Background: an optimization exercise with open tools, aiming at small area, a short achievable clock period and few clock cycles per item. Do not read the settings as production practice.
In this exercise RTL edits were held to simulation tests only and were not proved equivalent to the original.
Power figures rest on the tool's default switching activity, not on a simulated workload.

**flow/config.mk**
```make
export PLATFORM = sky130hd
export DESIGN_NAME = pow_5_seq
export DESIGN_NICKNAME = pow_5_seq
export VERILOG_FILES = /design/flow/design.v
export SDC_FILE = /design/flow/constraint.sdc
export NUM_CORES = 4
export LEC_CHECK = 0
export CAP_MARGIN = 20
export CORE_MARGIN = 2
export CORE_UTILIZATION = 40
export SETUP_SLACK_MARGIN = 1.8
export SLEW_MARGIN = 20
```
**flow/constraint.sdc**
```tcl
create_clock -name core_clock -period 5.8 [get_ports {clock}]
set_input_delay 1.1600 -clock core_clock [delete_from_list [all_inputs] [get_ports {clock}]]
set_output_delay 1.1600 -clock core_clock [all_outputs]
set_load 0.01 [all_outputs]
```
**flow/design.v**
```verilog
module pow_5_seq
(
    input         clock,
    input         reset_n,
    input         run,
    input  [17:0] n,
    output        ready,
    output [17:0] n_pow_5
);
    reg rdy;
    always @(posedge clock or negedge reset_n)
        if (!reset_n) rdy <= 1'b0;
        else          rdy <= run;
    assign ready = rdy;
    wire w1;
    wire w2;
    wire w3;
    wire w4;
    wire w5;
    wire w6;
    wire w7;
    wire w8;
    wire w9;
    wire w10;
    wire w11;
    wire w12;
    wire w13;
    wire w14;
    wire w15;
    wire w16;
    wire w17;
    wire w18;
    wire w19;
    wire w20;
    wire w21;
    wire w22;
    wire w23;
    wire w24;
    wire w25;
    wire w26;
    wire w27;
    wire w28;
    wire w29;
    wire w30;
    wire w31;
    wire w32;
    wire w33;
    wire w34;
    wire w35;
    wire w36;
    wire w37;
    wire w38;
    wire w39;
    wire w40;
    wire w41;
    wire w42;
    wire w43;
    wire w44;
    wire w45;
    wire w46;
    wire w47;
    wire w48;
    wire w49;
    wire w50;
    wire w51;
    wire w52;
    wire w53;
    wire w54;
    wire w55;
    wire w56;
    wire w57;
    wire w58;
    wire w59;
    wire w60;
    wire w61;
    wire w62;
    wire w63;
    wire w64;
    wire w65;
    wire w66;
    wire w67;
    wire w68;
    wire w69;
    wire w70;
    wire w71;
    wire w72;
    wire w73;
    wire w74;
    wire w75;
    wire w76;
    wire w77;
    wire w78;
    wire w79;
    wire w80;
    wire w81;
    wire w82;
    wire w83;
    wire w84;
    wire w85;
    wire w86;
    wire w87;
    wire w88;
    wire w89;
    wire w90;
    wire w91;
    wire w92;
    wire w93;
    wire w94;
    wire w95;
    wire w96;
    wire w97;
    wire w98;
    wire w99;
    wire w100;
    wire w101;
    wire w102;
    wire w103;
    wire w104;
    wire w105;
    wire w106;
    wire w107;
    wire w108;
    wire w109;
    wire w110;
    wire w111;
    wire w112;
    wire w113;
    wire w114;
    wire w115;
    wire w116;
    wire w117;
    wire w118;
    wire w119;
    wire w120;
    wire w121;
    wire w122;
    wire w123;
    wire w124;
    wire w125;
    wire w126;
    wire w127;
    wire w128;
    wire w129;
    wire w130;
    wire w131;
    wire w132;
    wire w133;
    wire w134;
    wire w135;
    wire w136;
    wire w137;
    wire w138;
    wire w139;
    wire w140;
    wire w141;
    wire w142;
    wire w143;
    wire w144;
    wire w145;
    wire w146;
    wire w147;
    wire w148;
    wire w149;
    wire w150;
    wire w151;
    wire w152;
    wire w153;
    wire w154;
    wire w155;
    wire w156;
    wire w157;
    wire w158;
    wire w159;
    wire w160;
    wire w161;
    wire w162;
    wire w163;
    wire w164;
    wire w165;
    wire w166;
    wire w167;
    wire w168;
    wire w169;
    wire w170;
    wire w171;
    wire w172;
    wire w173;
    wire w174;
    wire w175;
    wire w176;
    wire w177;
    wire w178;
    wire w179;
    wire w180;
    wire w181;
    wire w182;
    wire w183;
    wire w184;
    wire w185;
    wire w186;
    wire w187;
    wire w188;
    wire w189;
    wire w190;
    wire w191;
    wire w192;
    wire w193;
    wire w194;
    wire w195;
    wire w196;
    wire w197;
    wire w198;
    wire w199;
    wire w200;
    wire w201;
    wire w202;
    wire w203;
    wire w204;
    wire w205;
    wire w206;
    wire w207;
    wire w208;
    wire w209;
    wire w210;
    wire w211;
    wire w212;
    wire w213;
    wire w214;
    wire w215;
    wire w216;
    wire w217;
    wire w218;
    wire w219;
    wire w220;
    wire w221;
    wire w222;
    wire w223;
    wire w224;
    wire w225;
    wire w226;
    wire w227;
    wire w228;
    wire w229;
    wire w230;
    wire w231;
    wire w232;
    wire w233;
    wire w234;
    wire w235;
    wire w236;
    wire w237;
    wire w238;
    wire w239;
    wire w240;
    wire w241;
    wire w242;
    wire w243;
    wire w244;
    wire w245;
    wire w246;
    wire w247;
    wire w248;
    wire w249;
    wire w250;
    wire w251;
    wire w252;
    wire w253;
    wire w254;
    wire w255;
    wire w256;
    wire w257;
    wire w258;
    wire w259;
    wire w260;
    wire w261;
    wire w262;
    wire w263;
    wire w264;
    wire w265;
    wire w266;
    wire w267;
    wire w268;
    wire w269;
    wire w270;
    wire w271;
    wire w272;
    wire w273;
    wire w274;
    wire w275;
    wire w276;
    wire w277;
    wire w278;
    wire w279;
    wire w280;
    wire w281;
    wire w282;
    wire w283;
    wire w284;
    wire w285;
    reg r_w116;
    reg r_w111;
    reg r_w109;
    reg r_w119;
    reg r_w128;
    reg r_w130;
    reg r_w129;
    reg r_w131;
    reg r_w142;
    reg r_w144;
    reg r_w143;
    reg r_w158;
    reg r_w145;
    reg r_w160;
    reg r_w162;
    reg r_w185;
    reg r_w163;
    reg r_w186;
    reg r_w187;
    reg r_w118;
    reg r_w108;
    reg r_w110;
    reg r_w199;
    reg r_w223;
    reg r_w224;
    reg r_w221;
    reg r_w222;
    reg r_w219;
    reg r_w246;
    reg r_w210;
    reg r_w259;
    reg r_n_0;
    reg r_w1;
    reg r_w2;
    reg r_w3;
    reg r_w4;
    reg r_w5;
    reg r_w205;
    reg r_w275;
    reg r_w276;
    reg r_w277;
    reg r_w278;
    reg [16:0] lut_a5;
    always @(*)
        case ({n[5], n[4], n[3], n[2], n[1], n[0]})
            6'd0: lut_a5 = 17'b00000000000000000;
            6'd1: lut_a5 = 17'b00000000000000000;
            6'd2: lut_a5 = 17'b00000000000010000;
            6'd3: lut_a5 = 17'b00000000001111001;
            6'd4: lut_a5 = 17'b00000001000000000;
            6'd5: lut_a5 = 17'b00000011000011010;
            6'd6: lut_a5 = 17'b00000111100110000;
            6'd7: lut_a5 = 17'b00010000011010011;
            6'd8: lut_a5 = 17'b00100000000000000;
            6'd9: lut_a5 = 17'b00111001101010100;
            6'd10: lut_a5 = 17'b01100001101010000;
            6'd11: lut_a5 = 17'b10011101010001101;
            6'd12: lut_a5 = 17'b11110011000000000;
            6'd13: lut_a5 = 17'b01101010100101110;
            6'd14: lut_a5 = 17'b00001101001110000;
            6'd15: lut_a5 = 17'b11100101100100111;
            6'd16: lut_a5 = 17'b00000000000000000;
            6'd17: lut_a5 = 17'b01101010100101000;
            6'd18: lut_a5 = 17'b00110101010010000;
            6'd19: lut_a5 = 17'b01110010000100001;
            6'd20: lut_a5 = 17'b00110101000000000;
            6'd21: lut_a5 = 17'b10010100011000010;
            6'd22: lut_a5 = 17'b10101000110110000;
            6'd23: lut_a5 = 17'b10001101011111011;
            6'd24: lut_a5 = 17'b01100000000000000;
            6'd25: lut_a5 = 17'b01000000101111100;
            6'd26: lut_a5 = 17'b01010010111010000;
            6'd27: lut_a5 = 17'b10111100100110101;
            6'd28: lut_a5 = 17'b10100111000000000;
            6'd29: lut_a5 = 17'b00111110011010110;
            6'd30: lut_a5 = 17'b10110010011110000;
            6'd31: lut_a5 = 17'b00110110001001111;
            6'd32: lut_a5 = 17'b00000000000000000;
            6'd33: lut_a5 = 17'b01001010001010000;
            6'd34: lut_a5 = 17'b01010010100010000;
            6'd35: lut_a5 = 17'b01011010111001001;
            6'd36: lut_a5 = 17'b10101001000000000;
            6'd37: lut_a5 = 17'b10000110101101010;
            6'd38: lut_a5 = 17'b01000010000110000;
            6'd39: lut_a5 = 17'b00101101100100011;
            6'd40: lut_a5 = 17'b10100000000000000;
            6'd41: lut_a5 = 17'b11110100110100100;
            6'd42: lut_a5 = 17'b10001100001010000;
            6'd43: lut_a5 = 17'b11001010111011101;
            6'd44: lut_a5 = 17'b00011011000000000;
            6'd45: lut_a5 = 17'b11101011001111110;
            6'd46: lut_a5 = 17'b10101111101110000;
            6'd47: lut_a5 = 17'b11100001101110111;
            6'd48: lut_a5 = 17'b00000000000000000;
            6'd49: lut_a5 = 17'b10001110101111000;
            6'd50: lut_a5 = 17'b00010111110010000;
            6'd51: lut_a5 = 17'b00101010101110001;
            6'd52: lut_a5 = 17'b01011101000000000;
            6'd53: lut_a5 = 17'b01001010000010010;
            6'd54: lut_a5 = 17'b10010011010110000;
            6'd55: lut_a5 = 17'b11100000101001011;
            6'd56: lut_a5 = 17'b11100000000000000;
            6'd57: lut_a5 = 17'b01000101111001100;
            6'd58: lut_a5 = 17'b11001101011010000;
            6'd59: lut_a5 = 17'b00111000010000101;
            6'd60: lut_a5 = 17'b01001111000000000;
            6'd61: lut_a5 = 17'b11100001000100110;
            6'd62: lut_a5 = 17'b11000100111110000;
            6'd63: lut_a5 = 17'b11011000010011111;
        endcase
    assign w1 = lut_a5[0];
    assign w2 = lut_a5[1];
    assign w3 = lut_a5[2];
    assign w4 = lut_a5[3];
    assign w5 = lut_a5[4];
    assign w6 = lut_a5[5];
    assign w7 = lut_a5[6];
    assign w8 = lut_a5[7];
    assign w9 = lut_a5[8];
    assign w10 = lut_a5[9];
    assign w11 = lut_a5[10];
    assign w12 = lut_a5[11];
    assign w13 = lut_a5[12];
    assign w14 = lut_a5[13];
    assign w15 = lut_a5[14];
    assign w16 = lut_a5[15];
    assign w17 = lut_a5[16];
    reg [7:0] lut_p;
    always @(*)
        case ({n[5], n[4], n[3], n[2], n[1], n[0]})
            6'd0: lut_p = 8'b00000000;
            6'd1: lut_p = 8'b00000000;
            6'd2: lut_p = 8'b00000101;
            6'd3: lut_p = 8'b00011001;
            6'd4: lut_p = 8'b01010000;
            6'd5: lut_p = 8'b11000011;
            6'd6: lut_p = 8'b10010101;
            6'd7: lut_p = 8'b11101110;
            6'd8: lut_p = 8'b00000000;
            6'd9: lut_p = 8'b00000010;
            6'd10: lut_p = 8'b00110101;
            6'd11: lut_p = 8'b11011111;
            6'd12: lut_p = 8'b01010000;
            6'd13: lut_p = 8'b11011101;
            6'd14: lut_p = 8'b11100101;
            6'd15: lut_p = 8'b11001100;
            6'd16: lut_p = 8'b00000000;
            6'd17: lut_p = 8'b11110100;
            6'd18: lut_p = 8'b00100101;
            6'd19: lut_p = 8'b00010101;
            6'd20: lut_p = 8'b01010000;
            6'd21: lut_p = 8'b01100111;
            6'd22: lut_p = 8'b11110101;
            6'd23: lut_p = 8'b10011010;
            6'd24: lut_p = 8'b00000000;
            6'd25: lut_p = 8'b11010110;
            6'd26: lut_p = 8'b11010101;
            6'd27: lut_p = 8'b10111011;
            6'd28: lut_p = 8'b01010000;
            6'd29: lut_p = 8'b01100001;
            6'd30: lut_p = 8'b11000101;
            6'd31: lut_p = 8'b01011000;
            6'd32: lut_p = 8'b00000000;
            6'd33: lut_p = 8'b10101000;
            6'd34: lut_p = 8'b01000101;
            6'd35: lut_p = 8'b11010001;
            6'd36: lut_p = 8'b01010000;
            6'd37: lut_p = 8'b11001011;
            6'd38: lut_p = 8'b01010101;
            6'd39: lut_p = 8'b00000110;
            6'd40: lut_p = 8'b00000000;
            6'd41: lut_p = 8'b01101010;
            6'd42: lut_p = 8'b01110101;
            6'd43: lut_p = 8'b01010111;
            6'd44: lut_p = 8'b01010000;
            6'd45: lut_p = 8'b10100101;
            6'd46: lut_p = 8'b10100101;
            6'd47: lut_p = 8'b10100100;
            6'd48: lut_p = 8'b00000000;
            6'd49: lut_p = 8'b00011100;
            6'd50: lut_p = 8'b01100101;
            6'd51: lut_p = 8'b01001101;
            6'd52: lut_p = 8'b01010000;
            6'd53: lut_p = 8'b11101111;
            6'd54: lut_p = 8'b10110101;
            6'd55: lut_p = 8'b00110010;
            6'd56: lut_p = 8'b00000000;
            6'd57: lut_p = 8'b10111110;
            6'd58: lut_p = 8'b00010101;
            6'd59: lut_p = 8'b10110011;
            6'd60: lut_p = 8'b01010000;
            6'd61: lut_p = 8'b10101001;
            6'd62: lut_p = 8'b10000101;
            6'd63: lut_p = 8'b10110000;
        endcase
    assign w18 = lut_p[0];
    assign w19 = lut_p[1];
    assign w20 = lut_p[2];
    assign w21 = lut_p[3];
    assign w22 = lut_p[4];
    assign w23 = lut_p[5];
    assign w24 = lut_p[6];
    assign w25 = lut_p[7];
    reg [2:0] lut_q;
    always @(*)
        case ({n[5], n[4], n[3], n[2], n[1], n[0]})
            6'd0: lut_q = 3'b000;
            6'd1: lut_q = 3'b001;
            6'd2: lut_q = 3'b010;
            6'd3: lut_q = 3'b001;
            6'd4: lut_q = 3'b000;
            6'd5: lut_q = 3'b100;
            6'd6: lut_q = 3'b110;
            6'd7: lut_q = 3'b100;
            6'd8: lut_q = 3'b000;
            6'd9: lut_q = 3'b111;
            6'd10: lut_q = 3'b010;
            6'd11: lut_q = 3'b111;
            6'd12: lut_q = 3'b000;
            6'd13: lut_q = 3'b010;
            6'd14: lut_q = 3'b110;
            6'd15: lut_q = 3'b010;
            6'd16: lut_q = 3'b000;
            6'd17: lut_q = 3'b101;
            6'd18: lut_q = 3'b010;
            6'd19: lut_q = 3'b101;
            6'd20: lut_q = 3'b000;
            6'd21: lut_q = 3'b000;
            6'd22: lut_q = 3'b110;
            6'd23: lut_q = 3'b000;
            6'd24: lut_q = 3'b000;
            6'd25: lut_q = 3'b011;
            6'd26: lut_q = 3'b010;
            6'd27: lut_q = 3'b011;
            6'd28: lut_q = 3'b000;
            6'd29: lut_q = 3'b110;
            6'd30: lut_q = 3'b110;
            6'd31: lut_q = 3'b110;
            6'd32: lut_q = 3'b000;
            6'd33: lut_q = 3'b001;
            6'd34: lut_q = 3'b010;
            6'd35: lut_q = 3'b001;
            6'd36: lut_q = 3'b000;
            6'd37: lut_q = 3'b100;
            6'd38: lut_q = 3'b110;
            6'd39: lut_q = 3'b100;
            6'd40: lut_q = 3'b000;
            6'd41: lut_q = 3'b111;
            6'd42: lut_q = 3'b010;
            6'd43: lut_q = 3'b111;
            6'd44: lut_q = 3'b000;
            6'd45: lut_q = 3'b010;
            6'd46: lut_q = 3'b110;
            6'd47: lut_q = 3'b010;
            6'd48: lut_q = 3'b000;
            6'd49: lut_q = 3'b101;
            6'd50: lut_q = 3'b010;
            6'd51: lut_q = 3'b101;
            6'd52: lut_q = 3'b000;
            6'd53: lut_q = 3'b000;
            6'd54: lut_q = 3'b110;
            6'd55: lut_q = 3'b000;
            6'd56: lut_q = 3'b000;
            6'd57: lut_q = 3'b011;
            6'd58: lut_q = 3'b010;
            6'd59: lut_q = 3'b011;
            6'd60: lut_q = 3'b000;
            6'd61: lut_q = 3'b110;
            6'd62: lut_q = 3'b110;
            6'd63: lut_q = 3'b110;
        endcase
    assign w26 = lut_q[0];
    assign w27 = lut_q[1];
    assign w28 = lut_q[2];
    reg [2:0] lut_r;
    always @(*)
        case ({n[10], n[9], n[8], n[7], n[6]})
            5'd0: lut_r = 3'b000;
            5'd1: lut_r = 3'b000;
            5'd2: lut_r = 3'b001;
            5'd3: lut_r = 3'b010;
            5'd4: lut_r = 3'b100;
            5'd5: lut_r = 3'b110;
            5'd6: lut_r = 3'b001;
            5'd7: lut_r = 3'b100;
            5'd8: lut_r = 3'b000;
            5'd9: lut_r = 3'b100;
            5'd10: lut_r = 3'b001;
            5'd11: lut_r = 3'b110;
            5'd12: lut_r = 3'b100;
            5'd13: lut_r = 3'b010;
            5'd14: lut_r = 3'b001;
            5'd15: lut_r = 3'b000;
            5'd16: lut_r = 3'b000;
            5'd17: lut_r = 3'b000;
            5'd18: lut_r = 3'b001;
            5'd19: lut_r = 3'b010;
            5'd20: lut_r = 3'b100;
            5'd21: lut_r = 3'b110;
            5'd22: lut_r = 3'b001;
            5'd23: lut_r = 3'b100;
            5'd24: lut_r = 3'b000;
            5'd25: lut_r = 3'b100;
            5'd26: lut_r = 3'b001;
            5'd27: lut_r = 3'b110;
            5'd28: lut_r = 3'b100;
            5'd29: lut_r = 3'b010;
            5'd30: lut_r = 3'b001;
            5'd31: lut_r = 3'b000;
        endcase
    assign w29 = lut_r[0];
    assign w30 = lut_r[1];
    assign w31 = lut_r[2];
    assign w32 = n[0] & n[6];
    assign w33 = n[0] & n[7];
    assign w34 = n[0] & n[8];
    assign w35 = n[0] & n[9];
    assign w36 = n[0] & n[10];
    assign w37 = n[0] & n[11];
    assign w38 = w18 & n[6];
    assign w39 = w18 & n[7];
    assign w40 = w18 & n[8];
    assign w41 = w18 & n[9];
    assign w42 = w18 & n[10];
    assign w43 = w18 & n[11];
    assign w44 = w19 & n[6];
    assign w45 = w19 & n[7];
    assign w46 = w19 & n[8];
    assign w47 = w19 & n[9];
    assign w48 = w19 & n[10];
    assign w49 = w19 & n[11];
    assign w50 = w20 & n[6];
    assign w51 = w20 & n[7];
    assign w52 = w20 & n[8];
    assign w53 = w20 & n[9];
    assign w54 = w20 & n[10];
    assign w55 = w20 & n[11];
    assign w56 = w21 & n[6];
    assign w57 = w21 & n[7];
    assign w58 = w21 & n[8];
    assign w59 = w21 & n[9];
    assign w60 = w21 & n[10];
    assign w61 = w22 & n[6];
    assign w62 = w22 & n[7];
    assign w63 = w22 & n[8];
    assign w64 = w22 & n[9];
    assign w65 = w23 & n[6];
    assign w66 = w23 & n[7];
    assign w67 = w23 & n[8];
    assign w68 = w24 & n[6];
    assign w69 = w24 & n[7];
    assign w70 = w25 & n[6];
    assign w71 = n[0] & n[12];
    assign w72 = n[0] & n[13];
    assign w73 = n[0] & n[14];
    assign w74 = n[0] & n[15];
    assign w75 = n[0] & n[16];
    assign w76 = n[0] & n[17];
    assign w77 = w18 & n[12];
    assign w78 = w18 & n[13];
    assign w79 = w19 & n[12];
    assign w80 = n[0] & w29;
    assign w81 = n[0] & w30;
    assign w82 = n[0] & w31;
    assign w83 = w1 & n[6];
    assign w84 = w1 & w29;
    assign w85 = w1 & w30;
    assign w86 = w26 & n[6];
    assign w87 = w26 & w29;
    assign w88 = w27 & n[6];
    assign w89 = w28 & n[6];
    assign w90 = w34 ^ w32;
    assign w91 = w34 & w32;
    assign w92 = w35 ^ w33 ^ w91;
    assign w93 = (w35 & w33) | (w35 & w91) | (w33 & w91);
    assign w94 = w36 ^ w34 ^ w93;
    assign w95 = (w36 & w34) | (w36 & w93) | (w34 & w93);
    assign w96 = w10 ^ w38;
    assign w97 = w10 & w38;
    assign w98 = w37 ^ w35 ^ w11;
    assign w99 = (w37 & w35) | (w37 & w11) | (w35 & w11);
    assign w100 = w95 ^ w39 ^ w44;
    assign w101 = (w95 & w39) | (w95 & w44) | (w39 & w44);
    assign w102 = w97 ^ w98;
    assign w103 = w97 & w98;
    assign w104 = w36 ^ w71 ^ w12;
    assign w105 = (w36 & w71) | (w36 & w12) | (w71 & w12);
    assign w106 = w40 ^ w45 ^ w50;
    assign w107 = (w40 & w45) | (w40 & w50) | (w45 & w50);
    assign w108 = w99 ^ w104 ^ w101;
    assign w109 = (w99 & w104) | (w99 & w101) | (w104 & w101);
    assign w110 = w106 ^ w103;
    assign w111 = w106 & w103;
    assign w112 = w37 ^ w72 ^ w32;
    assign w113 = (w37 & w72) | (w37 & w32) | (w72 & w32);
    assign w114 = w112 ^ w13 ^ w41;
    assign w115 = (w112 & w13) | (w112 & w41) | (w13 & w41);
    assign w116 = w46 ^ w51 ^ w56;
    assign w117 = (w46 & w51) | (w46 & w56) | (w51 & w56);
    assign w118 = w105 ^ w107 ^ w114;
    assign w119 = (w105 & w107) | (w105 & w114) | (w107 & w114);
    assign w120 = r_w116 ^ r_w111 ^ r_w109;
    assign w121 = (r_w116 & r_w111) | (r_w116 & r_w109) | (r_w111 & r_w109);
    assign w122 = w73 ^ w71 ^ w113;
    assign w123 = (w73 & w71) | (w73 & w113) | (w71 & w113);
    assign w124 = w14 ^ w122 ^ w42;
    assign w125 = (w14 & w122) | (w14 & w42) | (w122 & w42);
    assign w126 = w47 ^ w52 ^ w57;
    assign w127 = (w47 & w52) | (w47 & w57) | (w52 & w57);
    assign w128 = w61 ^ w83 ^ w115;
    assign w129 = (w61 & w83) | (w61 & w115) | (w83 & w115);
    assign w130 = w117 ^ w124 ^ w126;
    assign w131 = (w117 & w124) | (w117 & w126) | (w124 & w126);
    assign w132 = r_w119 ^ r_w128 ^ r_w130;
    assign w133 = (r_w119 & r_w128) | (r_w119 & r_w130) | (r_w128 & r_w130);
    assign w134 = w74 ^ w72 ^ w123;
    assign w135 = (w74 & w72) | (w74 & w123) | (w72 & w123);
    assign w136 = w15 ^ w43 ^ w48;
    assign w137 = (w15 & w43) | (w15 & w48) | (w43 & w48);
    assign w138 = w53 ^ w58 ^ w62;
    assign w139 = (w53 & w58) | (w53 & w62) | (w58 & w62);
    assign w140 = w65 ^ w80 ^ w86;
    assign w141 = (w65 & w80) | (w65 & w86) | (w80 & w86);
    assign w142 = w134 ^ w125 ^ w127;
    assign w143 = (w134 & w125) | (w134 & w127) | (w125 & w127);
    assign w144 = w136 ^ w138 ^ w140;
    assign w145 = (w136 & w138) | (w136 & w140) | (w138 & w140);
    assign w146 = r_w129 ^ r_w131 ^ r_w142;
    assign w147 = (r_w129 & r_w131) | (r_w129 & r_w142) | (r_w131 & r_w142);
    assign w148 = r_w144 ^ w133;
    assign w149 = r_w144 & w133;
    assign w150 = w75 ^ w73 ^ w16;
    assign w151 = (w75 & w73) | (w75 & w16) | (w73 & w16);
    assign w152 = w49 ^ w54 ^ w59;
    assign w153 = (w49 & w54) | (w49 & w59) | (w54 & w59);
    assign w154 = w63 ^ w66 ^ w68;
    assign w155 = (w63 & w66) | (w63 & w68) | (w66 & w68);
    assign w156 = w77 ^ w81 ^ w84;
    assign w157 = (w77 & w81) | (w77 & w84) | (w81 & w84);
    assign w158 = w88 ^ w135 ^ w150;
    assign w159 = (w88 & w135) | (w88 & w150) | (w135 & w150);
    assign w160 = w137 ^ w139 ^ w141;
    assign w161 = (w137 & w139) | (w137 & w141) | (w139 & w141);
    assign w162 = w152 ^ w154 ^ w156;
    assign w163 = (w152 & w154) | (w152 & w156) | (w154 & w156);
    assign w164 = r_w143 ^ r_w158 ^ r_w145;
    assign w165 = (r_w143 & r_w158) | (r_w143 & r_w145) | (r_w158 & r_w145);
    assign w166 = r_w160 ^ r_w162 ^ w147;
    assign w167 = (r_w160 & r_w162) | (r_w160 & w147) | (r_w162 & w147);
    assign w168 = w164 ^ w149;
    assign w169 = w164 & w149;
    assign w170 = w76 ^ w74;
    assign w171 = w170 ^ w17;
    assign w172 = w55 ^ w60;
    assign w173 = w64 ^ w67;
    assign w174 = w69 ^ w70;
    assign w175 = w78 ^ w79;
    assign w176 = w82 ^ w85;
    assign w177 = w87 ^ w89;
    assign w178 = w171 ^ w172;
    assign w179 = w173 ^ w174;
    assign w180 = w175 ^ w176;
    assign w181 = w177 ^ w151;
    assign w182 = w153 ^ w155;
    assign w183 = w157 ^ w178;
    assign w184 = w179 ^ w180;
    assign w185 = w181 ^ w182;
    assign w186 = w183 ^ w184;
    assign w187 = w159 ^ w161;
    assign w188 = r_w185 ^ r_w163;
    assign w189 = r_w186 ^ r_w187;
    assign w190 = w188 ^ w189;
    assign w191 = w165 ^ w190;
    assign w192 = w167 ^ w191;
    assign w193 = w6 & w32;
    assign w194 = w7 & w33;
    assign w195 = w8 & w90;
    assign w196 = w9 & w92;
    assign w197 = w94 & w96;
    assign w198 = w100 & w102;
    assign w199 = w108 & w110;
    assign w200 = r_w118 & w120;
    assign w201 = w121 & w132;
    assign w202 = w146 & w148;
    assign w203 = w166 & w168;
    assign w204 = w169 & w192;
    assign w205 = w6 ^ w32;
    assign w206 = w7 ^ w33;
    assign w207 = w8 ^ w90;
    assign w208 = w9 ^ w92;
    assign w209 = w94 ^ w96;
    assign w210 = w100 ^ w102;
    assign w211 = r_w108 ^ r_w110;
    assign w212 = r_w118 ^ w120;
    assign w213 = w121 ^ w132;
    assign w214 = w146 ^ w148;
    assign w215 = w166 ^ w168;
    assign w216 = w169 ^ w192;
    assign w217 = w3 & w2;
    assign w218 = w5 & w4;
    assign w219 = w194 | (w206 & w193);
    assign w220 = w206 & w205;
    assign w221 = w196 | (w208 & w195);
    assign w222 = w208 & w207;
    assign w223 = w198 | (w210 & w197);
    assign w224 = w210 & w209;
    assign w225 = w200 | (w212 & r_w199);
    assign w226 = w212 & w211;
    assign w227 = w202 | (w214 & w201);
    assign w228 = w214 & w213;
    assign w229 = w204 | (w216 & w203);
    assign w230 = w216 & w215;
    assign w231 = w2 & w1;
    assign w232 = w217 & w1;
    assign w233 = w205 & w218;
    assign w234 = w220 & w218;
    assign w235 = w197 | (w209 & w221);
    assign w236 = w209 & w222;
    assign w237 = r_w223 | (r_w224 & r_w221);
    assign w238 = r_w224 & r_w222;
    assign w239 = w201 | (w213 & w225);
    assign w240 = w213 & w226;
    assign w241 = w227 | (w228 & w225);
    assign w242 = w228 & w226;
    assign w243 = w4 & w232;
    assign w244 = w218 & w232;
    assign w245 = w233 & w232;
    assign w246 = w234 & w232;
    assign w247 = r_w199 | (w211 & w237);
    assign w248 = w211 & w238;
    assign w249 = w225 | (w226 & w237);
    assign w250 = w226 & w238;
    assign w251 = w239 | (w240 & w237);
    assign w252 = w240 & w238;
    assign w253 = w241 | (w242 & w237);
    assign w254 = w242 & w238;
    assign w255 = w195 | (w207 & w219);
    assign w256 = w207 & w246;
    assign w257 = w221 | (w222 & w219);
    assign w258 = w222 & w246;
    assign w259 = w235 | (w236 & w219);
    assign w260 = w236 & w246;
    assign w261 = w237 | (w238 & r_w219);
    assign w262 = w238 & r_w246;
    assign w263 = w247 | (w248 & r_w219);
    assign w264 = w248 & r_w246;
    assign w265 = w249 | (w250 & r_w219);
    assign w266 = w250 & r_w246;
    assign w267 = w251 | (w252 & r_w219);
    assign w268 = w252 & r_w246;
    assign w269 = w253 | (w254 & r_w219);
    assign w270 = w254 & r_w246;
    assign w271 = w203 | (w215 & w269);
    assign w272 = w215 & w270;
    assign w273 = w229 | (w230 & w269);
    assign w274 = w230 & w270;
    assign w275 = w206 ^ w193;
    assign w276 = w207 ^ w219;
    assign w277 = w208 ^ w255;
    assign w278 = w209 ^ w257;
    assign w279 = r_w210 ^ r_w259;
    assign w280 = w211 ^ w261;
    assign w281 = w212 ^ w263;
    assign w282 = w213 ^ w265;
    assign w283 = w214 ^ w267;
    assign w284 = w215 ^ w269;
    assign w285 = w216 ^ w271;
    always @(posedge clock) begin
        r_w116 <= w116;
        r_w111 <= w111;
        r_w109 <= w109;
        r_w119 <= w119;
        r_w128 <= w128;
        r_w130 <= w130;
        r_w129 <= w129;
        r_w131 <= w131;
        r_w142 <= w142;
        r_w144 <= w144;
        r_w143 <= w143;
        r_w158 <= w158;
        r_w145 <= w145;
        r_w160 <= w160;
        r_w162 <= w162;
        r_w185 <= w185;
        r_w163 <= w163;
        r_w186 <= w186;
        r_w187 <= w187;
        r_w118 <= w118;
        r_w108 <= w108;
        r_w110 <= w110;
        r_w199 <= w199;
        r_w223 <= w223;
        r_w224 <= w224;
        r_w221 <= w221;
        r_w222 <= w222;
        r_w219 <= w219;
        r_w246 <= w246;
        r_w210 <= w210;
        r_w259 <= w259;
        r_n_0 <= n[0];
        r_w1 <= w1;
        r_w2 <= w2;
        r_w3 <= w3;
        r_w4 <= w4;
        r_w5 <= w5;
        r_w205 <= w205;
        r_w275 <= w275;
        r_w276 <= w276;
        r_w277 <= w277;
        r_w278 <= w278;
    end
    assign n_pow_5 = {w285, w284, w283, w282, w281, w280, w279, r_w278, r_w277, r_w276, r_w275, r_w205, r_w5, r_w4, r_w3, r_w2, r_w1, r_n_0};
endmodule
```
**flow/flow/run.sh**
```bash
#!/bin/bash
set -euo pipefail
W=$PWD
PLAT=${FLOW_PLATFORM:-sky130hd}
RES=$W/orfs/results/$PLAT/pow_5_seq/base
REF=$W/ref/results/$PLAT/pow_5_seq/base

# reference: the unchanged standard synthesis, in its own work folder
sed 's#WORK_HOME=\([^ ]*\)/orfs #WORK_HOME=\1/ref #' standard.sh > ref_standard.sh
bash ref_standard.sh "$REF/1_2_yosys.v" > ref_synth.log 2>&1

# our synthesis
bash standard.sh "SYNTH_ARGS=-noabc" "$RES/1_2_yosys.v" > synth_noabc.log 2>&1
if ! python3 flow/match_regs.py "$REF/1_2_yosys.v" "$RES/1_2_yosys.v" > match_regs.log 2>&1; then
  echo "flip-flops do not pair; using the standard synthesis netlist" >> match_regs.log
  cp "$REF/1_2_yosys.v" "$RES/1_2_yosys.v"
  cp "$REF/1_2_yosys.sdc" "$RES/1_2_yosys.sdc"
fi

bash standard.sh "SYNTH_ARGS=-noabc" "BUFFER_PORTS_ARGS=-buffer_cell sky130_fd_sc_hd__buf_1" \
  "CTS_ARGS=-sink_clustering_enable -repair_clock_nets -dont_use_dummy_load -root_buf sky130_fd_sc_hd__clkbuf_8 -buf_list sky130_fd_sc_hd__clkbuf_8" \
  finish > standard_flow.log 2>&1
```
**flow/flow/match_regs.py**
```python
#!/usr/bin/env python3
"""Give each flip-flop of our netlist the instance name the standard synthesis gave the
flip-flop that drives the same net, so the registers pair by name with the standard
synthesis. Exits non-zero (and changes nothing) unless every flip-flop pairs one to one
with the same cell type."""
import re, sys

FF = re.compile(r'^(\s*)(sky130_fd_sc_hd__(?:df|edf|sdf|dl)\w*)\s+(\\\S+\s|\S+)\s*\((.*?)\);', re.S | re.M)

def flops(txt):
    out = []
    for m in FF.finditer(txt):
        q = re.search(r'\.Q\(\s*(\\\S+\s|[^)\s]+)\s*\)', m.group(4))
        out.append((m.group(2), m.group(3).strip(), q.group(1).strip() if q else None, m))
    return out

ref_txt = open(sys.argv[1]).read()
our_txt = open(sys.argv[2]).read()
ref = flops(ref_txt)
our = flops(our_txt)
by_q = {}
for typ, name, q, _ in ref:
    if q is None or q in by_q:
        sys.exit('reference flip-flop without a unique Q net: %s' % name)
    by_q[q] = (typ, name)
if len(ref) != len(our):
    sys.exit('flip-flop count differs: %d vs %d' % (len(ref), len(our)))
used = set()
edits = []
for typ, name, q, m in our:
    if q not in by_q:
        sys.exit('no reference flip-flop drives %s' % q)
    rtyp, rname = by_q[q]
    if rtyp != typ or rname in used:
        sys.exit('flip-flop on %s does not pair: %s %s vs %s %s' % (q, typ, name, rtyp, rname))
    used.add(rname)
    if rname != name:
        edits.append((m.start(3), m.end(3), rname + (' ' if rname.startswith('\\') else '')))
        print('rename %s -> %s' % (name, rname))
for s, e, new in sorted(edits, reverse=True):
    our_txt = our_txt[:s] + new + ' ' + our_txt[e:].lstrip() if False else our_txt[:s] + new + our_txt[e:]
open(sys.argv[2], 'w').write(our_txt)
print('paired %d flip-flops, renamed %d' % (len(our), len(edits)))
```
**flow/standard.sh**
```bash
#!/bin/bash
# synth_recipe.tcl (not shown) runs the flow's synth.tcl, then flattens the netlist and writes it again
# the make line also repeats each setting of config.mk as NAME=value (left out here)
make -C /OpenROAD-flow-scripts/flow DESIGN_CONFIG=/design/flow/config.mk WORK_HOME=/design/flow/orfs CLKGATE_MAP_FILE= SYNTH_SCRIPT=/design/flow/synth_recipe.tcl "${@:-finish}"
```
==> summary.txt, run 1 <==
Synth
  – EDFF count, synth: 0
  – Avg Inst Size Synth: 8.60 um^2
  – Synth Cell Area: 4110 um^2
  – Synth cell types: 61
  – Syn Nets: 550
  – Sequential share of the synthesized area: 0.206
  – Main synth FF type: dfxtp_1
  – Synth Instances: 478
  – Fraction of registers with async set/reset: 0.0238
  – FF+latch count, synth: 42
  – Yosys warns: 1

Place
  – Place WS: 1.39 ns
  – PortBufs: 39
  – GPL Wtd Cong: 0.948
  – HPWL after DPL: 8090 um
  – Placed cell areas: 4190 um^2

STA
  – Tightest Pin Transition: 0.703 ns
  – Min cycle time layout: 4.04 ns
  – Endpoints failing hold: 0
  – Final WS setup: 1.76 ns
  – Period utilization: 0.697
  – Max Freq: 0.248 GHz
  – Slew Viols, Final: 0
  – RSZ-0062 raised after global routing: true
  – Slew HR: 0.525
  – Final setup vio count: 0
  – Setup TNS Final: 0 ns

Die
  – Die Area: 11100 um^2
  – Core area: 10100 um^2
  – Cell row count: 37
  – Width of the chip: 105 um
  – Die height: 105 um
  – I/O Pins: 40
  – Starting Density: 0.405

Setup path
  – Crit path DAT: 2.88 ns
  – CP startpoint kind: flop
  – Max FO, Critical Path: 3
  – Critical path capture point type: output pin
  – Worst Setup Path Type: flop to output pin
  – WP data required: 4.64 ns

GRT
  – Gr ovfl total: 0
  – Gr usage total: 0.207
  – Vias in the first global route: 3361
  – First-pass GRT wire length: 18000 um
  – Initial antenna violation count: 0
  – Largest net degree at the start of global routing: 39

Finish
  – Share of cells above drive strength 1: 0.0921
  – Fill cells: 1024
  – Design area: 4330 um^2
  – Nets@finish: 552
  – Finished Core Util: 0.427
  – P&R area growth vs syn: 5.39%
  – Diode count: 0

Clock network
  – Reg clk slew, reported paths: 0.08 ns
  – CTS buffer count: 5
  – CTS tree: yes
  – CTS H-tree depth: 2
  – Root Buffer: clkbuf_8
  – Clock Tree Buf Depth: 2
  – Cts hold-fix bufs: 0
  – Clk sink count: 42

Drt
  – DR vias: 3558
  – DR pass1 iterations: 6
  – Wirelength per Cell: 18.0 um
  – # DRC: 0
  – Routed wire length: 11000 um
  – Vias per std cell: 5.79
  – Initial DRC count: 370
  – Final ANT Viol Nets: 0

Job
  – Max cap viols: 0

Power
  – LEAKAGE: 1.81 nW
  – Pwr Density: 305 nW/um^2
  – Peak supply drop: 0.132 mV

Outcome
  – Status: finished clean

Worst hold path
  – Worst hold path class: input port to async pin
-- placed cells by master (no fill, tap or decap), types with 5 or more instances in the layout --
cell | synthesis | routed
dfxtp_1 | 41 | 41
xor2_1 | 10 | 9
nand2_1 | 30 | 30
and2_1 | 21 | 20
xnor2_1 | 21 | 19
buf_4 | 19 | 10
buf_1 | 4 | 34
o22ai_1 | 11 | 11
o221ai_1 | 5 | 5
a21o_1 | 9 | 9
nor3_1 | 5 | 5
ha_1 | 14 | 14
o21ai_0 | 30 | 29
fa_1 | 37 | 33
nor2b_1 | 17 | 16
a21oi_1 | 43 | 43
nor2_1 | 32 | 32
and3_1 | 11 | 11
o21a_1 | 5 | 5
clkbuf_8 | 0 | 5
nand2b_1 | 7 | 7
-- kinds of logic after synthesis --
kind of cell | after synthesis | synth area share
multiplexers | 3 | 0.00731
flip-flops | 42 | 0.206
AND/OR/NAND/NOR | 139 | 0.176
AO/OA/AOI/OAI | 145 | 0.227
adder cells (fa/ha/maj) | 51 | 0.223
XOR/XNOR | 33 | 0.0770
buffers and inverters | 65 | 0.0840
-- metal layers --
metal / vias up / share of wire / wire length [um] / global-route usage
li1: 1657 / - / - / -
met1: 1698 / 0.43 / 4790 / 0.293
met2: 185 / 0.47 / 5150 / 0.327
met3: 18 / 0.077 / 853 / 0.0278
met4: 0 / 0.021 / 233 / 0.0676
met5: - / 0 / 0 / 0
-- cell usage after synthesis (all sizes together) (2+ instances only) --
master,instances,share of area
a22oi,4,0.0073
o22ai,11,0.017
a21oi,43,0.052
nor2,32,0.029
o221ai,5,0.011
and2,21,0.032
a22o,2,0.0043
inv,8,0.0073
or2,3,0.0046
mux2i,3,0.0073
xor2,10,0.021
xnor2,21,0.045
nor2b,19,0.031
a31oi,4,0.0061
buf,37,0.058
a32oi,2,0.0043
o211ai,4,0.0073
and3,11,0.017
a221o,2,0.0049
nor3,5,0.0061
o21a,5,0.0091
xnor3,2,0.011
fa,37,0.18
o2111ai,2,0.0043
o311ai,4,0.0085
ha,14,0.043
clkbuf,19,0.017
nand2,32,0.030
nand3,3,0.0037
a221oi,4,0.0085
o21ai,31,0.038
nand2b,7,0.011
o32a,2,0.0049
a21o,9,0.016
dfxtp,41,0.20
a21boi,2,0.0037
-- repair_timing --
item                                    CTS  global route
hold endpoints to repair                  0             0
gates resized for setup                   5             7
buffers inserted                          1             3
pin swaps                                 4             1
gates cloned                              0             0
endpoints found under the setup margin    4            10
-- stage by stage --
step	instances	hold slack, ns	total power, mW
final	614	0.625	1.32
after global routing	614	0.608	1.45
after detailed placement	605	0.926	1.12
after floorplan	478	0.864	1.07
after global placement	605	0.924	1.10
after CTS	611	0.616	1.31
-- critical path, stage by stage (launching register included) --
cell and delay (ns):
dfxtp_1 0.32, fa_1 0.47, ha_1 0.30, o21a_1 0.12, o21a_1 0.19, o21ai_1 0.14, nand2b_1 0.09, fa_2 0.35
xor2_2 0.17, xnor2_2 0.16, xnor2_1 0.13, buf_2 0.14
-- power by group --
part           total, mW  internal [mW]  switching (mW)
clock              0.169         0.0776          0.0909
sequential         0.393          0.365          0.0276
combinational      0.759          0.349           0.410
-- layout make-up --
type	instances	area, um^2	area share
Inverter	9	37.5	0.00867
Multi-Input combinational cell	371	2960	0.683
Timing Repair Buffer	51	253	0.0583
Sequential cell	42	846	0.195
Tap cell	136	170	0.0393
Clock buffer	5	68.8	0.0159
-- how the worst max path moves through the flow --
stage	start	to	slack, ns	depth (start not counted)
6_report	r_w116$_DFF_P_	n_pow_5[17]	1.76	11
3_3_place_gp	n[0]	r_w186$_DFF_P_	1.41	10
2_1_floorplan	n[0]	r_w199$_DFF_P_	1.82	12
4_1_cts	r_w116$_DFF_P_	n_pow_5[17]	1.68	11
3_5_place_dp	n[0]	r_w186$_DFF_P_	1.39	10
5_1_grt	r_w116$_DFF_P_	n_pow_5[17]	1.60	11
Testbench counts, summed over its fixed seeds: cycles 24,000, items 24,000.
==> inputs of run 2 (changes only) <==
--- a/flow/config.mk
+++ b/flow/config.mk
@@ -8,5 +8,5 @@
 export CAP_MARGIN = 20
 export CORE_MARGIN = 2
 export CORE_UTILIZATION = 40
-export SETUP_SLACK_MARGIN = 1.8
+export SETUP_SLACK_MARGIN = 1.7
 export SLEW_MARGIN = 20
==> run 2 against run 1 <==
  * Critical path type unchanged
  * Maximum frequency down 0.80%
  * Largest power group unchanged
  * Via count down 1.8%
  * Final area fell by 1.1%
==> summary.txt, run 2 <==
GRT
  – Largest net degree at the start of global routing: 47 (+21%)
  – Gr usage total: 0.201 (-0.00590)
  – Initial antenna violation count: 0 (unchanged)
  – Vias in the first global route: 3325 (-1.1%)
  – First-pass GRT wire length: 17600 um (-2.4%)
  – Gr ovfl total: 0 (unchanged)

Clock network
  – Cts hold-fix bufs: 0 (unchanged)
  – Reg clk slew, reported paths: 0.08 ns (about the same)
  – CTS H-tree depth: 2 (unchanged)
  – CTS tree: yes
  – Clock Tree Buf Depth: 2 (unchanged)
  – Clk sink count: 42 (unchanged)
  – Root Buffer: clkbuf_8
  – CTS buffer count: 5 (unchanged)

Die
  – I/O Pins: 40 (unchanged)
  – Starting Density: 0.405 (unchanged)
  – Cell row count: 37 (unchanged)
  – Die Area: 11100 um^2 (unchanged)
  – Core area: 10100 um^2 (unchanged)
  – Die height: 105 um (unchanged)
  – Width of the chip: 105 um (unchanged)

STA
  – Endpoints failing hold: 0 (unchanged)
  – Min cycle time layout: 4.07 ns (+0.0328 ns)
  – Final WS setup: 1.73 ns (-0.0328 ns)
  – Slew Viols, Final: 0 (unchanged)
  – Tightest Pin Transition: 0.878 ns (+0.175 ns)
  – Slew HR: 0.413 (-0.112)
  – Period utilization: 0.702 (+0.00565)
  – Setup TNS Final: 0 ns (unchanged)
  – RSZ-0062 raised after global routing: true
  – Final setup vio count: 0 (unchanged)
  – Max Freq: 0.246 GHz (-0.80%)

Job
  – Max cap viols: 0 (unchanged)

Finish
  – Diode count: 0 (unchanged)
  – Design area: 4290 um^2 (-1.1%)
  – Nets@finish: 550 (-0.36%)
  – Fill cells: 1027 (+0.29%)
  – Share of cells above drive strength 1: 0.0798 (-0.0122)
  – P&R area growth vs syn: 4.26%
  – Commonest non-fill, non-tap cells in the layout: a21oi_1 (43), dfxtp_1 (41), fa_1 (34), buf_1 (34), nor2_1 (31)
  – Most common cell after layout, fill and taps aside: a21oi_1
  – Finished Layout Cells: 612 (-0.33%)

Synth
  – Synth Cell Area: 4110 um^2 (unchanged)
  – FF+latch count, synth: 42 (unchanged)
  – Main synth FF type: dfxtp_1
  – Avg Inst Size Synth: 8.60 um^2 (unchanged)
  – Synth cell types: 61 (unchanged)
  – Synth Instances: 478 (unchanged)
  – EDFF count, synth: 0 (unchanged)
  – Cell accounting for the most synthesized area: dfxtp_1
  – Synth top area cells: dfxtp_1 (20%), fa_1 (18%), a21oi_1 (5.2%)
  – Fraction of registers with async set/reset: 0.0238 (unchanged)
  – Syn Nets: 550 (unchanged)
  – Top cells by count, synth: a21oi_1 (43), dfxtp_1 (41), fa_1 (37)
  – Yosys top cell area share: 0.200 (unchanged)
  – Yosys warns: 1 (unchanged)
  – Count leader, synth: a21oi_1
  – Sequential share of the synthesized area: 0.206 (unchanged)

Drt
  – DR vias: 3493 (-1.8%)
  – DR pass1 iterations: 5 (-1)
  – Wirelength per Cell: 17.5 um (-2.3%)
  – # DRC: 0 (unchanged)
  – Routed wire length: 10700 um (-2.6%)
  – Vias per std cell: 5.71 (-1.5%)
  – Initial DRC count: 435 (+18%)
  – Final ANT Viol Nets: 0 (unchanged)

Place
  – GPL Wtd Cong: 0.929 (-2.0%)
  – Cell count after placement: 605 (unchanged)
  – PortBufs: 39 (unchanged)
  – HPWL after DPL: 7900 um (-2.3%)
  – Placed cell areas: 4190 um^2 (-0.12%)
  – Place WS: 1.36 ns (-0.0332 ns)

Setup path
  – CP startpoint kind: flop
  – Worst Setup Path Type: flop to output pin
  – Critical-path top delay cell: fa_1
  – CP peak stage delay: 0.47 ns (about the same)
  – Max FO, Critical Path: 3 (unchanged)
  – Critical path capture point type: output pin
  – Worst path cell trace: fa_1, ha_1, o21a_1, o21a_1, o21ai_1, nand2b_1, fa_2, xor2_1, xnor2_1, xnor2_1, buf_2
  – WP data required: 4.64 ns (about the same)
  – Delay-heaviest family, CP: adder cells
  – Crit path DAT: 2.91 ns (+0.03 ns)
  – Worst path bufs/invs: 1 (unchanged)

Power
  – Final Power: 1.29 mW (-2.2%)
  – Pwr Density: 301 nW/um^2 (-1.1%)
  – Peak supply drop: 0.142 mV (+7.6%)
  – LEAKAGE: 1.80 nW (-0.77%)

Worst hold path
  – Worst hold path class: input port to async pin

Outcome
  – Status: finished clean
==> run 2: cell counts after synthesis <==
Identical to the previous run, type by type.
==> run 2: layer usage <==
metal / share of wire / vias to the layer above / GRT usage
met1: 0.44 / 1654 / 0.278
met4: 0.025 / 0 / 0.0752
li1: - / 1647 / -
met5: 0 / - / 0
met3: 0.075 / 20 / 0.0322
met2: 0.46 / 172 / 0.318
==> run 2: final timing paths <==
| path | from | cells past startpoint | slack [ns] | end |
|---|---|---|---|---|
| setup / recovery | r_w116$_DFF_P_ | 11 | 1.73 | n_pow_5[17] |
| hold / removal | reset_n | 1 | 0.62 | rdy$_DFF_PN0_ |
| max in group asynchronous | reset_n | 1 | 5.08 | rdy$_DFF_PN0_ |
| min in group core_clock | run | 1 | 0.97 | rdy$_DFF_PN0_ |
==> run 2: report_power, final <==
| group | switching, mW | internal [mW] |
|---|---|---|
| Sequential | 0.0300 | 0.365 |
| Combinational | 0.396 | 0.335 |
| Clock | 0.0871 | 0.0774 |
==> run 2: stage by stage <==
step | util | hold WS [ns]
6_report | 0.423 | 0.623
4_1_cts | 0.422 | 0.611
3_3_place_gp | 0.413 | 0.922
5_1_grt | 0.423 | 0.613
3_5_place_dp | 0.413 | 0.926
2_1_floorplan | - | 0.864
==> run 2: final cells by class <==
class,count,area (um^2),share of cell area
sequential,42,846,0.197
tap,136,170,0.0397
multi-input combinational,371,2940,0.686
clock buffer,5,68.8,0.0161
timing repair buffer,49,228,0.0531
inverter,9,33.8,0.00788
==> run 2: kinds of logic after synthesis <==
| family | Yosys count | share of synthesized area |
|---|---|---|
| compound gates | 145 | 0.227 |
| xor+xnor | 33 | 0.0770 |
| fa+ha+maj | 51 | 0.223 |
| buf+inv | 65 | 0.0840 |
| flops | 42 | 0.206 |
| mux | 3 | 0.00731 |
| simple gates | 139 | 0.176 |
==> run 2: what timing repair did <==
action                     in CTS  in global routing
setup endpoints to repair       3                  3
gates cloned                    0                  0
gates resized for setup         4                  2
pin swaps                       3                  0
buffers inserted                2                  0
==> inputs of run 3 (changes only) <==
--- a/flow/config.mk
+++ b/flow/config.mk
@@ -5,6 +5,7 @@
 export SDC_FILE = /design/flow/constraint.sdc
 export NUM_CORES = 4
 export LEC_CHECK = 0
+export ABC_AREA = 1
 export CAP_MARGIN = 20
 export CORE_MARGIN = 2
 export CORE_UTILIZATION = 40
==> run 3 against run 2 <==
  * Still clean on timing, DRC and antenna
  * Synthesized cell count is 23% higher
  * First-iteration DRC count is 4.6% lower
  * Sequential share of layout area is 0.30 points lower
  * Critical path type unchanged
==> summary.txt, run 3 <==
Outcome
  – Status: finished clean

Drt
  – DR vias: 4051 (+16%)
  – Met3 routed WL: 1100 um (+37%)
  – M1 WL: 6020 um (+27%)
  – Final ANT Viol Nets: 0 (unchanged)
  – # DRC: 0 (unchanged)
  – Wirelength per Cell: 19.0 um (+8.5%)
  – Vias per std cell: 5.53 (-3.0%)
  – DR pass1 iterations: 6 (+1)
  – Top routing layer used: met4
  – Metal2 WL: 6320 um (+28%)
  – Routed wire length: 13900 um (+30%)
  – Initial DRC count: 415 (-4.6%)

STA
  – RSZ-0062 raised after global routing: true
  – Period utilization: 0.699 (-0.00331)
  – Final setup vio count: 0 (unchanged)
  – Max Freq: 0.247 GHz (+0.47%)
  – Slew Viols, Final: 0 (unchanged)
  – Endpoints failing hold: 0 (unchanged)
  – Setup TNS Final: 0 ns (unchanged)
  – Tightest Pin Transition: 0.592 ns (-0.286 ns)
  – Slew HR: 0.604 (+0.190)
  – Final WS setup: 1.75 ns (+0.0192 ns)
  – Min cycle time layout: 4.05 ns (-0.0192 ns)

Finish
  – Finished Core Util: 0.441 (+0.0185)
  – Nets@finish: 673 (+22%)
  – Share of cells above drive strength 1: 0.0434 (-0.0364)
  – Most common cell after layout, fill and taps aside: nand2_1
  – Commonest non-fill, non-tap cells in the layout: nand2_1 (141), nor2_1 (64), inv_1 (61), nand3_1 (61), dfxtp_1 (41)
  – P&R area growth vs syn: 5.94%
  – Diode count: 0 (unchanged)

Clock network
  – CTS tree: yes
  – CTS H-tree depth: 2 (unchanged)
  – Clock Tree Buf Depth: 2 (unchanged)
  – Clk sink count: 42 (unchanged)
  – CTS buffer count: 5 (unchanged)
  – Root Buffer: clkbuf_8
  – Reg clk slew, reported paths: 0.08 ns (about the same)

Setup path
  – CP peak stage delay: 0.59 ns (+0.12 ns)
  – Crit path DAT: 2.89 ns (-0.02 ns)
  – Max FO, Critical Path: 2 (-1)
  – Critical path capture point type: output pin
  – Worst path bufs/invs: 2 (+1)
  – CP startpoint kind: flop
  – Worst path cell trace: fa_1, ha_4, a21oi_4, o21bai_2, a21o_1, fa_2, xor2_1, xor2_1, xnor2_1, inv_1, buf_1
  – Critical-path top delay cell: fa_1
  – Worst Setup Path Type: flop to output pin
  – Delay-heaviest family, CP: adder cells
  – CP most frequent cell: xor2_1
  – WP data required: 4.64 ns (about the same)

Power
  – Peak supply drop: 0.186 mV (+31%)
  – LEAKAGE: 2.24 nW (+25%)
  – Pwr Density: 305 nW/um^2 (+1.1%)

Job
  – Max cap viols: 0 (unchanged)

Die
  – Core area: 9860 um^2 (-2.7%)
  – Starting Density: 0.416 (+0.0110)
  – Die Area: 11100 um^2 (about the same)
  – Width of the chip: 105 um (about the same)
  – Cell row count: 36 (-2.7%)
  – Die height: 105 um (about the same)
  – I/O Pins: 40 (unchanged)

Synth
  – Synth cell types: 38 (-38%)
  – Synth top area cells: dfxtp_1 (20%), fa_1 (18%), nand2_1 (13%)
  – FF+latch count, synth: 42 (unchanged)
  – Main synth FF type: dfxtp_1
  – Avg Inst Size Synth: 6.97 um^2 (-19%)
  – Top cells by count, synth: nand2_1 (141), nor2_1 (65), inv_1 (61), nand3_1 (61), dfxtp_1 (41)
  – Fraction of registers with async set/reset: 0.0238 (unchanged)
  – Syn Nets: 661 (+20%)
  – Yosys top cell area share: 0.200 (about the same)
  – EDFF count, synth: 0 (unchanged)
  – Sequential share of the synthesized area: 0.206 (about the same)
  – Cell accounting for the most synthesized area: dfxtp_1
  – Synth Instances: 589 (+23%)
  – Yosys warns: 1 (unchanged)
  – Count leader, synth: nand2_1
  – Synth Cell Area: 4110 um^2 (about the same)

GRT
  – Largest net degree at the start of global routing: 37 (-21%)
  – First-pass GRT wire length: 21500 um (+22%)
  – Vias in the first global route: 3874 (+17%)
  – Gr usage total: 0.255 (+0.0540)
  – Gr ovfl total: 0 (unchanged)
  – Initial antenna violation count: 0 (unchanged)

Place
  – HPWL after DPL: 11000 um (+39%)
  – PortBufs: 39 (unchanged)
  – GPL Wtd Cong: 1.01 (+8.5%)
  – Place WS: 1.37 ns (+0.00642 ns)

Worst hold path
  – Worst hold path class: input port to async pin
run 3: cell types whose count changed after synthesis, moves of 17 or more:
cell	before	now
a21oi_1	43	21
nor2_1	32	65
nor2b_1	17	0
nand2_1	30	141
and2_1	21	0
inv_1	5	61
nand3_1	3	61
run 3: power by group:
part / internal [mW] / switching, mW / total (mW) / leakage [nW]
Clock: 0.0776 / 0.0938 / 0.171 / 0.0359
Sequential: 0.364 / 0.0308 / 0.394 / 0.355
Combinational: 0.308 / 0.452 / 0.760 / 1.85
run 3: layer usage:
metal	GRT usage	vias to the layer above
li1	-	1896
met1	0.342	1890
met2	0.410	225
met3	0.0507	40
met4	0.0895	0
met5	0	-
run 3: how the worst max path moves through the flow:
stage,start,slack (ns),depth (start not counted),endpoint
finish,r_w116$_DFF_P_,1.75,11,n_pow_5[17]
global route,r_w116$_DFF_P_,1.56,11,n_pow_5[17]
CTS,r_w109$_DFF_P_,1.67,11,n_pow_5[17]
detailed placement,n[2],1.37,12,r_w223$_DFF_P_
global placement,n[2],1.33,12,r_w223$_DFF_P_
floorplan,n[0],1.93,12,r_w199$_DFF_P_
run 3: logic make-up (layout without fill, tap and decap cells):
group                    count (synthesis)  count (layout)  share of synthesized area
adder cells (fa/ha/maj)                 51              51                      0.223
XOR/XNOR                                21              21                     0.0448
flip-flops                              42              42                      0.206
AO/OA/AOI/OAI                           88              88                      0.125
buffers and inverters                  107             117                      0.120
AND/OR/NAND/NOR                        280             280                      0.281
run 3: per-stage QoR:
stage | instances | hold slack (ns) | cell area (um^2) | power (mW)
finish | 732 | 0.615 | 4350 | 1.33
floorplan | 589 | 0.864 | 4110 | 1.06
global placement | 727 | 0.923 | 4230 | 1.11
CTS | 732 | 0.612 | 4350 | 1.34
global route | 732 | 0.611 | 4350 | 1.45
detailed placement | 727 | 0.925 | 4230 | 1.12
run 3: cell type report:
class	count	area, um^2
Sequential cell	42	846
Fill cell	1037	5510
Timing Repair Buffer	46	208
Inverter	66	250
Tap cell	133	166
Clock buffer	5	68.8
Multi-Input combinational cell	440	2810
run 3: repair_timing:
| item | 4_1_cts | 5_1_grt |
|---|---|---|
| resized for setup | 8 | 2 |
| hold buffers | 0 | 0 |
| setup buffers | 0 | 0 |
| setup endpoints to repair | 2 | 3 |
| hold endpoints to repair | 0 | 0 |
| pin swaps | 6 | 4 |
==> inputs of run 4 (changes only) <==
--- a/flow/config.mk
+++ b/flow/config.mk
@@ -5,9 +5,8 @@
 export SDC_FILE = /design/flow/constraint.sdc
 export NUM_CORES = 4
 export LEC_CHECK = 0
-export ABC_AREA = 1
 export CAP_MARGIN = 20
 export CORE_MARGIN = 2
-export CORE_UTILIZATION = 40
+export CORE_UTILIZATION = 60
 export SETUP_SLACK_MARGIN = 1.7
 export SLEW_MARGIN = 20
==> run 4 against run 3 <==
  * Still clean on timing, DRC and antenna
  * Maximum frequency decreased by 1.3%
  * Clock power up 2%
  * Cell count fell by 24%
  * Sequential share of layout area increased by 0.49 points
  * Power is 2.8% higher
  * Synthesized cell count down 19%
  * Final area decreased by 2.3%
  * Via count shrank 14%
  * Sequential cell count stayed put
  * Count of clock-buffer cells in the layout stayed put
  * Largest power group unchanged
  * Highest routed layer unchanged
==> summary.txt, run 4 <==
Outcome
  – Status: finished clean

Synth
  – Synth cell types: 61 (+61%)
  – Top cells by count, synth: a21oi_1 (43), dfxtp_1 (41), fa_1 (37)
  – Count leader, synth: a21oi_1
  – Fraction of registers with async set/reset: 0.0238 (unchanged)
  – Synth Instances: 478 (-19%)
  – Synth Area in Adders: 0.223 (about the same)
  – EDFF count, synth: 0 (unchanged)
  – Avg Inst Size Synth: 8.60 um^2 (+23%)
  – Synth Cell Area: 4110 um^2 (about the same)
  – Sequential share of the synthesized area: 0.206 (about the same)
  – Xor and xnor area share after synthesis: 0.0770 (+0.0322)
  – FF+latch count, synth: 42 (unchanged)
  – Yosys warns: 1 (unchanged)
  – Cell accounting for the most synthesized area: dfxtp_1
  – Main synth FF type: dfxtp_1
  – Synth top area cells: dfxtp_1 (20%), fa_1 (18%), a21oi_1 (5.2%)
  – Syn Nets: 550 (-17%)
  – Mux share of post-synthesis cell area: 0.00731 (+0.00731)
  – Yosys top cell area share: 0.200 (about the same)
  – Simple-gate share of the synthesized area: 0.176 (-0.104)
  – Compound-gate portion of the synthesized area: 0.227 (+0.101)
  – Largest family of logic cells by synthesized area: compound AO/OA/AOI/OAI gates

STA
  – Worst hold slack: 0.624 ns (+0.00938 ns)
  – Slew Viols, Final: 0 (unchanged)
  – Period utilization: 0.708 (+0.00941)
  – Final setup vio count: 0 (unchanged)
  – Setup TNS Final: 0 ns (unchanged)
  – Final WS setup: 1.69 ns (-0.0546 ns)
  – RSZ-0062 raised after global routing: true
  – Tightest Pin Transition: 0.720 ns (+0.128 ns)
  – Slew HR: 0.520 (-0.0837)
  – Max Freq: 0.243 GHz (-1.3%)
  – Endpoints failing hold: 0 (unchanged)
  – Min cycle time layout: 4.11 ns (+0.0546 ns)

Finish
  – Commonest non-fill, non-tap cells in the layout: a21oi_1 (43), dfxtp_1 (40), fa_1 (34), buf_1 (34), nor2_1 (31)
  – Finished Layout Cells: 557 (-24%)
  – Share of cells above drive strength 1: 0.0901 (+0.0467)
  – Most common cell after layout, fill and taps aside: a21oi_1
  – Diode count: 0 (unchanged)
  – Fill cells: 640 (-38%)
  – Nets@finish: 551 (-18%)
  – P&R area growth vs syn: 3.41%

Setup path
  – Worst Setup Path Type: flop to output pin
  – Critical path capture point type: output pin
  – CP startpoint kind: flop
  – Crit path DAT: 2.95 ns (+0.06 ns)
  – WP data required: 4.64 ns (about the same)
  – Max FO, Critical Path: 2 (unchanged)

Clock network
  – Clk sink count: 42 (unchanged)
  – Reg clk slew, reported paths: 0.08 ns (about the same)
  – CTS tree: yes
  – CTS H-tree depth: 2 (unchanged)
  – Root Buffer: clkbuf_8
  – Cts hold-fix bufs: 0 (unchanged)
  – Clock Tree Buf Depth: 2 (unchanged)
  – CTS buffer count: 5 (unchanged)

Power
  – Net Switching: 0.552 mW (-4.2%)
  – Comb pwr share: 0.580 (+0.007)
  – Int Pwr: 0.811 mW (+8.2%)
  – Sequential share of power: 0.291 (-0.006)
  – Clock power share: 0.129 (about the same)
  – Sw frac: 0.405 (-0.0295)
  – LEAKAGE: 1.80 nW (-19%)
  – Peak supply drop: 0.232 mV (+25%)
  – Final Power: 1.36 mW (+2.8%)
  – Pwr Density: 321 nW/um^2 (+5.3%)

Die
  – I/O Pins: 40 (unchanged)
  – Die Area: 7530 um^2 (-32%)
  – Starting Density: 0.612 (+0.195)
  – Width of the chip: 86.8 um (-18%)
  – Core area: 6720 um^2 (-32%)
  – Cell row count: 30 (-17%)
  – Die height: 86.8 um (-18%)

Place
  – Place WS: 1.42 ns (+0.0537 ns)
  – HPWL after DPL: 7450 um (-32%)
  – GPL Wtd Cong: 0.963 (-4.5%)
  – PortBufs: 39 (unchanged)
  – Cell count after placement: 549 (-24%)

Drt
  – # DRC: 0 (unchanged)
  – DR pass1 iterations: 5 (-1)
  – Wirelength per Cell: 18.5 um (-2.7%)
  – Initial DRC count: 472 (+14%)
  – Vias per std cell: 6.24 (+13%)
  – Final ANT Viol Nets: 0 (unchanged)
  – DR vias: 3477 (-14%)
  – Routed wire length: 10300 um (-26%)

GRT
  – Vias in the first global route: 3207 (-17%)
  – Largest net degree at the start of global routing: 44 (+19%)
  – Gr usage total: 0.289 (+0.0334)
  – Initial antenna violation count: 0 (unchanged)
  – First-pass GRT wire length: 16800 um (-21%)
  – Gr ovfl total: 0 (unchanged)

Worst hold path
  – Worst hold path class: input port to async pin

Job
  – Max cap viols: 0 (unchanged)
-- run 4: logic make-up (layout without fill, tap and decap cells) --
kind of cell | Yosys count | count (layout)
compound gates | 145 | 145
buf+inv | 65 | 64
mux | 3 | 3
xor+xnor | 33 | 33
simple gates | 139 | 139
fa+ha+maj | 51 | 51
flops | 42 | 42
-- run 4: layout make-up --
cell class	count	area, um^2	share of cell area
well taps	80	100	0.0236
repair buffers	50	238	0.0559
flip-flops and latches	42	847	0.199
clock buffers	5	68.8	0.0162
inverters	9	37.5	0.00883
multi-input cells	371	2960	0.696
-- run 4: routing by layer --
metal,vias up,global-route usage,part of all wire,wire length (um)
met5,-,0,0,0
met4,0,0.0682,0.021,216
met3,22,0.0495,0.087,896
met2,193,0.452,0.45,4680
met1,1611,0.419,0.44,4530
li1,1651,-,-,-
-- run 4: metrics by stage --
step                area, um^2  utilization
finish                    4250        0.633
global route              4250        0.633
CTS                       4210        0.627
detailed placement        4120        0.612
global placement          4120        0.612
floorplan                 4140            -
-- run 4: power by group through the flow --
stage	registers (mW)	logic, mW	clock network (mW)
after CTS	0.396	0.753	0.179
after floorplan	0.395	0.678	0
final	0.397	0.791	0.175
after global placement	0.401	0.697	0
after global routing	0.405	0.877	0.191
after detailed placement	0.402	0.713	0
-- run 4: critical path: stages (launching register included) --
cell and delay, ns:
dfxtp_2 0.33, fa_1 0.57, ha_4 0.21, o21a_1 0.12, o21a_1 0.18, o21ai_1 0.14, nand2b_1 0.09, fa_2 0.36
xor2_2 0.17, xnor2_2 0.19, xnor2_1 0.14, buf_2 0.15
-- run 4: worst max-delay path by stage --
stage                   start        endpoint  slack, ns  depth (start not counted)
3_5_place_dp             n[5]  r_w223$_DFF_P_       1.42                         12
4_1_cts        r_w111$_DFF_P_     n_pow_5[17]       1.67                         11
5_1_grt        r_w116$_DFF_P_     n_pow_5[17]       1.59                         11
6_report       r_w116$_DFF_P_     n_pow_5[17]       1.69                         11
2_1_floorplan            n[0]  r_w199$_DFF_P_       1.72                         12
3_3_place_gp             n[5]  r_w223$_DFF_P_       1.50                         12
-- run 4: repair_timing --
| action | CTS | global route |
|---|---|---|
| pin swaps | 6 | 5 |
| setup buffers | 3 | 0 |
| endpoints found under the setup margin | 1 | 15 |
| gates cloned | 0 | 0 |
| gates resized for setup | 4 | 8 |

[afterwards: timing with drivers on the ports]
No port has a modelled driver above. Below, the same layouts with a new extraction and two added sets of constraints.
Step 1 (the two cells are an assumption about what drives the block):
set clk [get_ports {clock}]
set_driving_cell -lib_cell sky130_fd_sc_hd__clkbuf_16 $clk
set_driving_cell -lib_cell sky130_fd_sc_hd__buf_2 [delete_from_list [all_inputs] $clk]
Step 2 adds t to the input delays and takes it off the output delays; t is the mean of the earliest and latest rising clock arrival at the registers after step 1. Input paths then give back, and output paths get back, about the clock's delay inside the block.
Three values: ideal ports, drivers, drivers and shift; two values: the first two.
run	t (ns)	setup WS [ns]	worst register clock-pin slew, ns	cell pins on the clock port's net
run 1	0.319	1.760 / 1.728 / 1.599	0.08 / 0.08	1
run 2	0.328	1.727 / 1.692 / 1.554	0.08 / 0.08	1
run 3	0.329	1.747 / 1.717 / 1.558	0.08 / 0.08	1
run 4	0.316	1.692 / 1.664 / 1.590	0.08 / 0.08	1
After both steps every run listed still meets setup and hold. For run 3, which loses most, drivers alone change the setup slack by -0.030 ns; drivers and shift together by -0.189 ns.
